Background: an optimization exercise with open tools, aiming at small area and a short achievable clock period. Do not read the settings as production practice.
Where RTL was checked, it was by simulation tests only, not by an equivalence proof against the original.
Power is estimated from default activity; no workload was simulated.

the previous run:
==> flow/design.v <==
module paintr_core (
	input  logic         clk,
	input  logic         rst,
	input  logic         step,
	input  logic [7:0]   pos_x,
	input  logic [7:0]   pos_y,
	input  logic         sw_save,
	input  logic         sw_load,
	input  logic [639:0] ram_q,
	input  logic         fb_rdata,
	output logic [8:0]   ram_addr,
	output logic [639:0] ram_data,
	output logic         ram_wren,
	output logic [18:0]  fb_waddr,
	output logic         fb_wdata,
	output logic [18:0]  fb_raddr,
	output logic [7:0]   VGA_R,
	output logic [7:0]   VGA_G,
	output logic [7:0]   VGA_B,
	output logic         VGA_BLANK_N,
	output logic         VGA_CLK,
	output logic         VGA_HS,
	output logic         VGA_SYNC_N,
	output logic         VGA_VS
);
	logic [10:0] cx, cy;
	always_ff @(posedge clk) begin
		if (rst) begin
			cx <= 11'd0;
			cy <= 11'd0;
		end else if (step) begin
			if (pos_x > 8'h30) cx <= pos_x[7] ? cx - 11'd1 : cx + 11'd1;
			if (pos_y > 8'h30) cy <= pos_y[7] ? cy + 11'd1 : cy - 11'd1;
		end
	end
	logic [9:0] load_x;
	logic [8:0] load_y;
	logic       color, act, wrap;
	logic [639:0] q_sh;    
	assign q_sh = {1'b0, ram_q[639:1]};
	logic [7:0]  s0, s1;
	logic [9:0]  s2;
	logic [79:0] g1;
	logic [9:0]  g2;
	logic        q_mux;
	always_comb begin
		for (int k = 0; k < 8; k++)  s0[k] = (load_x[2:0] == k);
		for (int k = 0; k < 8; k++)  s1[k] = (load_x[5:3] == k);
		for (int k = 0; k < 10; k++) s2[k] = (load_x[9:6] == k);
		for (int h = 0; h < 80; h++) g1[h] = |(q_sh[8*h +: 8] & s0);
		for (int m = 0; m < 10; m++) g2[m] = |(g1[8*m +: 8] & s1);
		q_mux = |(g2 & s2);
	end
	logic row_end, all_done, upd;
	assign row_end  = act & ~wrap & (load_x == 10'd638);          
	assign all_done = act & wrap & (load_y == 9'd478);            
	assign upd      = ~row_end & ~all_done;
	always_ff @(posedge clk) begin
		if (rst) begin
			load_x <= 10'd0;
			load_y <= 9'd0;
			color  <= 1'b0;
		end else if (sw_load & upd) begin
			load_x <= (act & ~wrap) ? load_x + 10'd1 : 10'd0;
			load_y <= act ? (wrap ? load_y + 9'd1 : load_y) : 9'd0;
			color  <= (act & ~wrap) ? q_mux : ram_q[0];
		end
	end
	always_ff @(posedge clk) begin
		if (rst | ~sw_load) begin
			act  <= 1'b0;
			wrap <= 1'b0;
		end else begin
			act  <= 1'b1;
			if (row_end) wrap <= 1'b1;
			else if (upd) wrap <= 1'b0;
		end
	end
	logic [10:0] x, y;
	assign x = sw_load ? {1'b0, load_x} : cx;
	assign y = sw_load ? {2'b0, load_y} : cy;
	logic [8:0]   write_addr;
	logic [639:0] data;
	logic         eq_l, eq_c, en;
	assign eq_l = (write_addr == load_y);
	assign eq_c = ({2'b00, write_addr} == cy);
	assign en   = sw_save & ~rst & (sw_load ? eq_l : eq_c);
	logic [79:0] rsel;
	logic [7:0]  csel;
	always_comb begin
		for (int j = 0; j < 80; j++) rsel[j] = en & (x[10:3] == j);
		for (int k = 0; k < 8; k++)  csel[k] = (x[2:0] == k);
	end
	always_ff @(posedge clk) begin
		for (int i = 0; i < 640; i++)
			data[i] <= (data[i] & en) | (rsel[i >> 3] & csel[i & 7]);
	end
	always_ff @(posedge clk) begin
		if (rst | ~sw_save) write_addr <= 9'd0;
		else                write_addr <= y[8:0];
	end
	assign ram_data = data;
	assign ram_wren = sw_save;
	assign ram_addr = sw_load ? (act ? load_y : 9'd0) : (sw_save ? write_addr : 9'd500);
	logic [11:0] ac, al;
	logic        mx, my, cx_c;
	assign mx   = step & (pos_x > 8'h30);
	assign my   = step & (pos_y > 8'h30);
	assign cx_c = mx & (pos_x[7] ? (cx[6:0] == 7'd0) : (cx[6:0] == 7'h7f));
	logic [5:0]  dx, dy, dac;
	logic        cy_w;
	assign dx   = ~cx_c ? 6'd0 :
	              pos_x[7] ? ((cx[10:7] == 4'd0)  ? 6'd15 : 6'h3f) :
	                         ((cx[10:7] == 4'd15) ? 6'h31 : 6'd1);
	assign dy   = ~my ? 6'd0 : pos_y[7] ? 6'd5 : 6'h3b;
	assign cy_w = my & (pos_y[7] ? (cy == 11'h7ff) : (cy == 11'd0));
	assign dac  = dx + dy;
	always_ff @(posedge clk) begin
		if (rst) ac <= 12'd0;
		else     ac <= ac + {cy_w ^ dac[5], {5{dac[5]}}, dac};
	end
	always_ff @(posedge clk) begin
		if (rst) al <= 12'd0;
		else if (sw_load & upd) begin
			if (~act) al <= 12'd0;
			else if (wrap | (load_x[6:0] == 7'h7f)) al <= al + 12'd1;
		end
	end
	assign fb_waddr = sw_load ? {al, load_x[6:0]} : {ac, cx[6:0]};
	assign fb_wdata = sw_load ? color : 1'b1;
	logic [10:0] hcount;
	logic [9:0]  vcount;
	logic        eol, eof, blank, pixel;
	assign eol = (hcount == 11'd1599);
	assign eof = (vcount == 10'd524);
	logic [10:0] hnext;
	logic [9:0]  vnext;
	logic [11:0] ra;       
	logic        hs, vs;
	assign hnext = eol ? 11'd0 : hcount + 11'd1;
	assign vnext = eol ? (eof ? 10'd0 : vcount + 10'd1) : vcount;
	always_ff @(posedge clk) begin
		if (rst) begin
			hcount <= 11'd0;
			vcount <= 10'd0;
			ra     <= 12'd0;
			hs     <= 1'b1;
			vs     <= 1'b1;
		end else begin
			hcount <= hnext;
			vcount <= vnext;
			if (eol)                      ra <= eof ? 12'd0 : ra - 12'd1;
			else if (hcount[7:0] == 8'hff) ra <= ra + 12'd1;
			hs <= !((hnext[10:7] == 4'b1010) & (hnext[6] | hnext[5]));
			vs <= !(vnext[9:1] == 9'd245);
		end
	end
	assign VGA_HS = hs;
	assign VGA_VS = vs;
	assign VGA_SYNC_N = 1'b1;
	assign VGA_CLK = hcount[0];
	assign blank = (hcount[10] & (hcount[9] | hcount[8])) | vcount[9] | (vcount[8:5] == 4'b1111);
	assign fb_raddr = {ra, hcount[7:1]};
	always_ff @(posedge clk) begin
		if (rst) begin
			pixel <= 1'b0;
			VGA_BLANK_N <= 1'b0;
		end else if (hcount[0]) begin
			pixel <= fb_rdata;
			VGA_BLANK_N <= ~blank;
		end
	end
	assign VGA_R = {8{pixel}};
	assign VGA_G = {8{pixel}};
	assign VGA_B = {8{pixel}};
endmodule
==> flow/config.mk <==
export PLATFORM = sky130hd
export DESIGN_NAME = paintr_core
export DESIGN_NICKNAME = paintr_core
export VERILOG_FILES = /design/flow/design.v
export SDC_FILE = /design/flow/constraint.sdc
export NUM_CORES = 4
export LEC_CHECK = 0
export CAP_MARGIN = 20
export CORE_AREA = 5 5 355 355
export CTS_BUF_LIST = sky130_fd_sc_hd__clkbuf_8
export CTS_CLUSTER_SIZE = 24
export DIE_AREA = 0 0 360 360
export SETUP_SLACK_MARGIN = 3.0
export SLEW_MARGIN = 20
export BUFFER_PORTS_ARGS = -buffer_cell sky130_fd_sc_hd__buf_1
export PLACE_PINS_ARGS = -min_distance 1 -min_distance_in_tracks
==> flow/constraint.sdc <==
create_clock -name core_clock -period 6.5 [get_ports {clk}]
set_input_delay 1.3000 -clock core_clock [delete_from_list [all_inputs] [get_ports {clk}]]
set_output_delay 1.3000 -clock core_clock [all_outputs]
set_load 0.01 [all_outputs]
standard.sh (not shown) runs the stock make flow with config.mk's settings and CLKGATE_MAP_FILE= SYNTH_SCRIPT=/design/flow/synth_recipe.tcl, a recipe that flattens the netlist after the stock synthesis.
==> flow/flow/run.sh <==
#!/bin/bash
# Standard ORFS layout (the standard.sh), with two layout choices added to
# config.mk: port buffers use the smallest buffer cell, and pins may sit on
# adjacent routing tracks so that a smaller die still holds all 1370 ports.
set -euo pipefail
cat flow/extra.mk >> config.mk
bash standard.sh > standard.log 2>&1
==> flow/flow/extra.mk <==
export BUFFER_PORTS_ARGS = -buffer_cell sky130_fd_sc_hd__buf_1
export PLACE_PINS_ARGS = -min_distance 1 -min_distance_in_tracks
Input-level comparison between the current run and the previous run:
diff --git a/flow/design.v b/flow/design.v
--- a/flow/design.v
+++ b/flow/design.v
@@ -86,13 +86,13 @@
 	assign eq_c = ({2'b00, write_addr} == cy);
 	assign en   = sw_save & ~rst & (sw_load ? eq_l : eq_c);
-	logic [79:0] rsel;
-	logic [7:0]  csel;
+	logic [19:0] rsel;
+	logic [31:0] csel;
 	always_comb begin
-		for (int j = 0; j < 80; j++) rsel[j] = en & (x[10:3] == j);
-		for (int k = 0; k < 8; k++)  csel[k] = (x[2:0] == k);
+		for (int j = 0; j < 20; j++) rsel[j] = en & (x[10:5] == j);
+		for (int k = 0; k < 32; k++) csel[k] = (x[4:0] == k);
 	end
 	always_ff @(posedge clk) begin
 		for (int i = 0; i < 640; i++)
-			data[i] <= (data[i] & en) | (rsel[i >> 3] & csel[i & 7]);
+			data[i] <= (data[i] & en) | (rsel[i >> 5] & csel[i & 31]);
 	end
 	always_ff @(posedge clk) begin
@@ -108,15 +108,42 @@
 	assign my   = step & (pos_y > 8'h30);
 	assign cx_c = mx & (pos_x[7] ? (cx[6:0] == 7'd0) : (cx[6:0] == 7'h7f));
-	logic [5:0]  dx, dy, dac;
+	logic [5:0]  dxr;      
 	logic        cy_w;
-	assign dx   = ~cx_c ? 6'd0 :
-	              pos_x[7] ? ((cx[10:7] == 4'd0)  ? 6'd15 : 6'h3f) :
-	                         ((cx[10:7] == 4'd15) ? 6'h31 : 6'd1);
-	assign dy   = ~my ? 6'd0 : pos_y[7] ? 6'd5 : 6'h3b;
+	assign dxr  = (cx[6:0] == 7'h7f) ? ((cx[10:7] == 4'd15) ? 6'h31 : 6'd1) :
+	              (cx[6:0] == 7'd0)  ? ((cx[10:7] == 4'd0)  ? 6'd15 : 6'h3f) : 6'd0;
 	assign cy_w = my & (pos_y[7] ? (cy == 11'h7ff) : (cy == 11'd0));
-	assign dac  = dx + dy;
+	logic [5:0]  kd [6];   
+	logic [6:0]  ks [6];
+	logic [5:0]  klo [6];
+	logic [5:0]  kup, kdn;
+	always_comb begin
+		kd[0] = 6'd0;        kd[1] = 6'd5;         kd[2] = 6'h3b;
+		kd[3] = dxr;         kd[4] = dxr + 6'd5;   kd[5] = dxr + 6'h3b;
+		for (int k = 0; k < 6; k++) begin
+			ks[k]  = {1'b0, ac[5:0]} + {1'b0, kd[k]};
+			klo[k] = ks[k][5:0];
+			kup[k] = ks[k][6] & ~kd[k][5];
+			kdn[k] = ~ks[k][6] & kd[k][5];
+		end
+	end
+	logic        yu, yd;
+	assign yu = my & pos_y[7];
+	assign yd = my & ~pos_y[7];
+	logic [7:0]  kv [6];   
+	logic [7:0]  kx, k0, kk;
+	always_comb
+		for (int k = 0; k < 6; k++) kv[k] = {klo[k], kup[k], kdn[k]};
+	assign k0 = yu ? kv[1] : yd ? kv[2] : kv[0];
+	assign kx = yu ? kv[4] : yd ? kv[5] : kv[3];
+	assign kk = cx_c ? kx : k0;
+	logic [5:0]  ac_up, ac_dn, ac_hi, ac_lo;
+	logic        sel_up, sel_dn;
+	assign ac_up  = ac[11:6] + 6'd1;
+	assign ac_dn  = ac[11:6] - 6'd1;
+	assign {ac_lo, sel_up, sel_dn} = kk;
+	assign ac_hi  = sel_up ? ac_up : sel_dn ? ac_dn : ac[11:6];
 	always_ff @(posedge clk) begin
 		if (rst) ac <= 12'd0;
-		else     ac <= ac + {cy_w ^ dac[5], {5{dac[5]}}, dac};
+		else     ac <= {ac_hi[5] ^ cy_w, ac_hi[4:0], ac_lo};
 	end
 	always_ff @(posedge clk) begin
When the final numbers for the previous run and the current run were put side by side, the worst hold slack turned out to be smaller in the current run. The current run ran to completion and came out clean on the timing, design-rule and antenna checks. Setup WNS the previous run -> the current run: worse. Cmp the current run vs the previous run: XOR/XNOR share of the synthesized area higher in the current run. In the metrics for the previous run and the current run, the one carrying the higher post-synthesis mux area share is the previous run. Looking at the previous run and the current run, the multi-input gate area in the final layout is a wash. Side by side, register-to-register slack turned out lower in the current run than in the previous run. The previous run has higher post-cts resize count than the current run. Fraction of met3 tracks used by global routing | the current run above the previous run. Summary — layout overhead on the synthesized area, the current run relative to the previous run: lower, by 1.1 points. Leakage power (the current run over the previous run): decrease, about 4%. Compared with the previous run, in the current run overall fraction of global-route tracks in use climbed 0.30 points, number of cells traversed by the worst register-to-register path dropped 3, total met2 wirelength after detailed routing climbed about 3.7%. Highest clock frequency the design can meet: the current run vs the previous run down 8.1%.
The RTL of the current run was laid out without a check of its function.

[re-timing with driven ports]
Ports are ideal in the flow. The routed layouts listed here were re-timed in OpenROAD.
Step 1 assumes that a clkbuf_16 drives the clock port and a buf_2 every other input.
Step 2, shift: input delay + t, output delay - t, t = (earliest + latest rising clock arrival at the registers) / 2. This alone moves slack from input paths to output paths.
Slacks: no drivers / after step 1 / after step 2; pairs: no drivers / after step 1.
| run | t (ns) | setup slack, ns | hold WS [ns] | latest minus earliest clock arrival (ns) |
|---|---|---|---|---|
| the previous run | 0.874 | 2.844 / 2.783 / 1.965 | 0.475 / 0.475 / 0.475 | 0.047 / 0.048 |
| the current run | 0.865 | 2.522 / 2.522 / 1.900 | 0.455 / 0.455 / 0.455 | 0.057 / 0.058 |
After both steps setup and hold are still met in every run listed. For the previous run, which loses most, drivers alone change the setup slack by -0.061 ns; drivers and shift together by -0.879 ns.
